Source: an optimization exercise on an open RTL-to-GDS flow (aim: small area). Production flows keep margins and buffers that such runs may drop. The RTL was checked by simulation tests, not by an equivalence proof against the original design. Power and IR drop assume default switching activity.

== run a ==
Design boxing_top, start of the top module:
module boxing_top(clk, rst_n, ps2k_clk, ps2k_data, state1, state2, led1, led2, p1_tens, p1_ones, p2_tens, p2_ones, win);
Settings: LEC_CHECK=0, ABC_AREA=1, CAP_MARGIN=20, CORE_MARGIN=2, CORE_UTILIZATION=60, SLEW_MARGIN=20, BUFFER_PORTS_ARGS=-buffer_cell sky130_fd_sc_hd__buf_1, CTS_ARGS=-sink_clustering_enable -repair_clock_nets -dont_use_dummy_load -buf_list sky130_fd_sc_hd__clkbuf_8 -sink_clustering_size 35 -sink_clustering_max_diameter 500; clock period 10.0 ns.
standard.sh (not shown) runs the stock make flow with config.mk's settings and CLKGATE_MAP_FILE= SYNTH_SCRIPT=/design/flow/synth_recipe.tcl, a recipe that flattens the netlist after the stock synthesis.
==> flow/flow/run.sh <==
#!/bin/bash
# Standard ORFS layout with two changes: the port buffers are buf_1 cells
# and clock tree synthesis adds no dummy loads.
set -euo pipefail
cat >> config.mk <<'EOC'
export BUFFER_PORTS_ARGS = -buffer_cell sky130_fd_sc_hd__buf_1
export CTS_ARGS = -sink_clustering_enable -repair_clock_nets -dont_use_dummy_load -buf_list sky130_fd_sc_hd__clkbuf_8 -sink_clustering_size 35 -sink_clustering_max_diameter 500
EOC
bash standard.sh finish > standard_flow.log 2>&1
Run a completed every stage of the flow, and the final layout passed the timing, DRC and antenna checks.
### run a -> run b
- swapping -sink_clustering_enable -repair_clock_nets -dont_use_dummy_load -buf_list sky130_fd_sc_hd__clkbuf_8 -sink_clustering_size 35 -sink_clustering_max_diameter 500 for -sink_clustering_enable -repair_clock_nets -dont_use_dummy_load -buf_list sky130_fd_sc_hd__clkbuf_4 -sink_clustering_size 16 -sink_clustering_max_diameter 100 in CTS_ARGS
==> flow/flow/run.sh <==
#!/bin/bash
# Standard ORFS layout with two changes: the port buffers are buf_1 cells
# and clock tree synthesis adds no dummy loads.
set -euo pipefail
cat >> config.mk <<'EOC'
export BUFFER_PORTS_ARGS = -buffer_cell sky130_fd_sc_hd__buf_1
export CTS_ARGS = -sink_clustering_enable -repair_clock_nets -dont_use_dummy_load -buf_list sky130_fd_sc_hd__clkbuf_4 -sink_clustering_size 16 -sink_clustering_max_diameter 100
EOC
bash standard.sh finish > standard_flow.log 2>&1
--- outcome ---
- Run b vs. run a: final critical-path setup slack went down by 74 ps.
- [run b vs run a] via count of the first global-routing pass: lower in run b
- Re minimum clock period: run b and run a aren't equal, and the lower value belongs to run a.
- Going from run a to run b, the sequential share of layout area was found to have gone up by 0.49 points.
- Run b ended up with a higher fraction of area in multi-input gates than run a did.
- STATUS final hold slack: run b wins against run a
- Run b — total detailed-routing wirelength 0.37% lower, run a as reference
- Relative area change from synthesis to final layout delta for run b relative to run a: 1.5 points lower
- Run b vs run a, core utilization went down by 0.95 points.
- Diff run a -> run b | maximum clock rate | down slightly

* * *

== v6 ==
boxing_top again, from the RTL that the note above started with.
clock: 10.0 ns
lec_check: 0
abc_area: 1
cap_margin: 20
core_margin: 2
core_utilization: 60
slew_margin: 20
buffer_ports_args: -buffer_cell sky130_fd_sc_hd__buf_1
cts_args: -sink_clustering_enable -repair_clock_nets -dont_use_dummy_load -buf_list sky130_fd_sc_hd__clkbuf_16 -sink_clustering_size 70 -sink_clustering_max_diameter 500
==> flow/flow/run.sh <==
#!/bin/bash
# Standard ORFS layout with two changes: the port buffers are buf_1 cells
# and clock tree synthesis adds no dummy loads.
set -euo pipefail
cat >> config.mk <<'EOC'
export BUFFER_PORTS_ARGS = -buffer_cell sky130_fd_sc_hd__buf_1
export CTS_ARGS = -sink_clustering_enable -repair_clock_nets -dont_use_dummy_load -buf_list sky130_fd_sc_hd__clkbuf_16 -sink_clustering_size 70 -sink_clustering_max_diameter 500
EOC
bash standard.sh finish > standard_flow.log 2>&1
## Diff of input files: v7 against v6
# v6
export LEC_CHECK = 0
export ABC_AREA = 1
export CAP_MARGIN = 20
export CORE_MARGIN = 2
export CORE_UTILIZATION = 60
export SLEW_MARGIN = 20
export BUFFER_PORTS_ARGS = -buffer_cell sky130_fd_sc_hd__buf_1
export CTS_ARGS = -sink_clustering_enable -repair_clock_nets -dont_use_dummy_load -buf_list sky130_fd_sc_hd__clkbuf_16 -sink_clustering_size 70 -sink_clustering_max_diameter 500
create_clock -name core_clock -period 10.0 [get_ports {clk}]
# v7
export LEC_CHECK = 0
export ABC_AREA = 1
export CAP_MARGIN = 20
export CORE_MARGIN = 2
export CORE_UTILIZATION = 60
export SLEW_MARGIN = 20
export BUFFER_PORTS_ARGS = -buffer_cell sky130_fd_sc_hd__buf_1
export RECOVER_POWER = 100
export CTS_ARGS = -sink_clustering_enable -repair_clock_nets -dont_use_dummy_load -buf_list sky130_fd_sc_hd__clkbuf_4 -sink_clustering_size 16 -sink_clustering_max_diameter 100
create_clock -name core_clock -period 10.0 [get_ports {clk}]
--- a/flow/flow/run.sh
+++ b/flow/flow/run.sh
@@ -6,3 +6,4 @@
 export BUFFER_PORTS_ARGS = -buffer_cell sky130_fd_sc_hd__buf_1
-export CTS_ARGS = -sink_clustering_enable -repair_clock_nets -dont_use_dummy_load -buf_list sky130_fd_sc_hd__clkbuf_16 -sink_clustering_size 70 -sink_clustering_max_diameter 500
+export RECOVER_POWER = 100
+export CTS_ARGS = -sink_clustering_enable -repair_clock_nets -dont_use_dummy_load -buf_list sky130_fd_sc_hd__clkbuf_4 -sink_clustering_size 16 -sink_clustering_max_diameter 100
 EOC
Notes after the runs:
Lower normalized max-slew margin among v6 and v7: v7
v7 -> v6: count of clock tree sinks delta 0, exact match
Of the two candidates, v6 has the worse switching power and v7 the better one.
Measured against v6, the overall power of v7 comes out at 0.813 times the reference value.
[compare] base=v6 new=v7: filler cell count in the final layout higher, met3 routing resource usage after global routing rose by 0.76 points, critical path depth fell by 1.
Per the comparison of v7 with v6, via count shows an increase of about 0.8%, overall routed net length now larger, final worst slack decreased by 1000 ps relative to the old numbers.

==> afterwards: timing with drivers on the ports <==
How much do the figures lean on ideal ports? The routed layouts below were timed once more, with nothing changed but the port constraints.
Step 1 sets driving cells, clkbuf_16 on the clock port and buf_2 on the other inputs (assumed; they add their load-dependent delay and slew).
Step 2 times the ports against the registers' clock, not the clock port: input delays grow and output delays shrink by t, the midpoint of the rising clock arrivals with the driver on.
a / b / c = ideal ports / drivers / drivers and shift; a / b = the first two.
run | shift t [ns] | slack for setup (ns) | worst setup path at the end
run a | 0.371 | 5.621 / 5.591 / 5.962 | register to output
run b | 0.434 | 5.547 / 5.519 / 5.953 | register to output
v6 | 0.350 | 5.643 / 5.611 / 5.961 | register to output
v7 | 0.434 | 4.639 / 4.611 / 5.046 | register to output
After both steps every run listed still meets setup and hold.
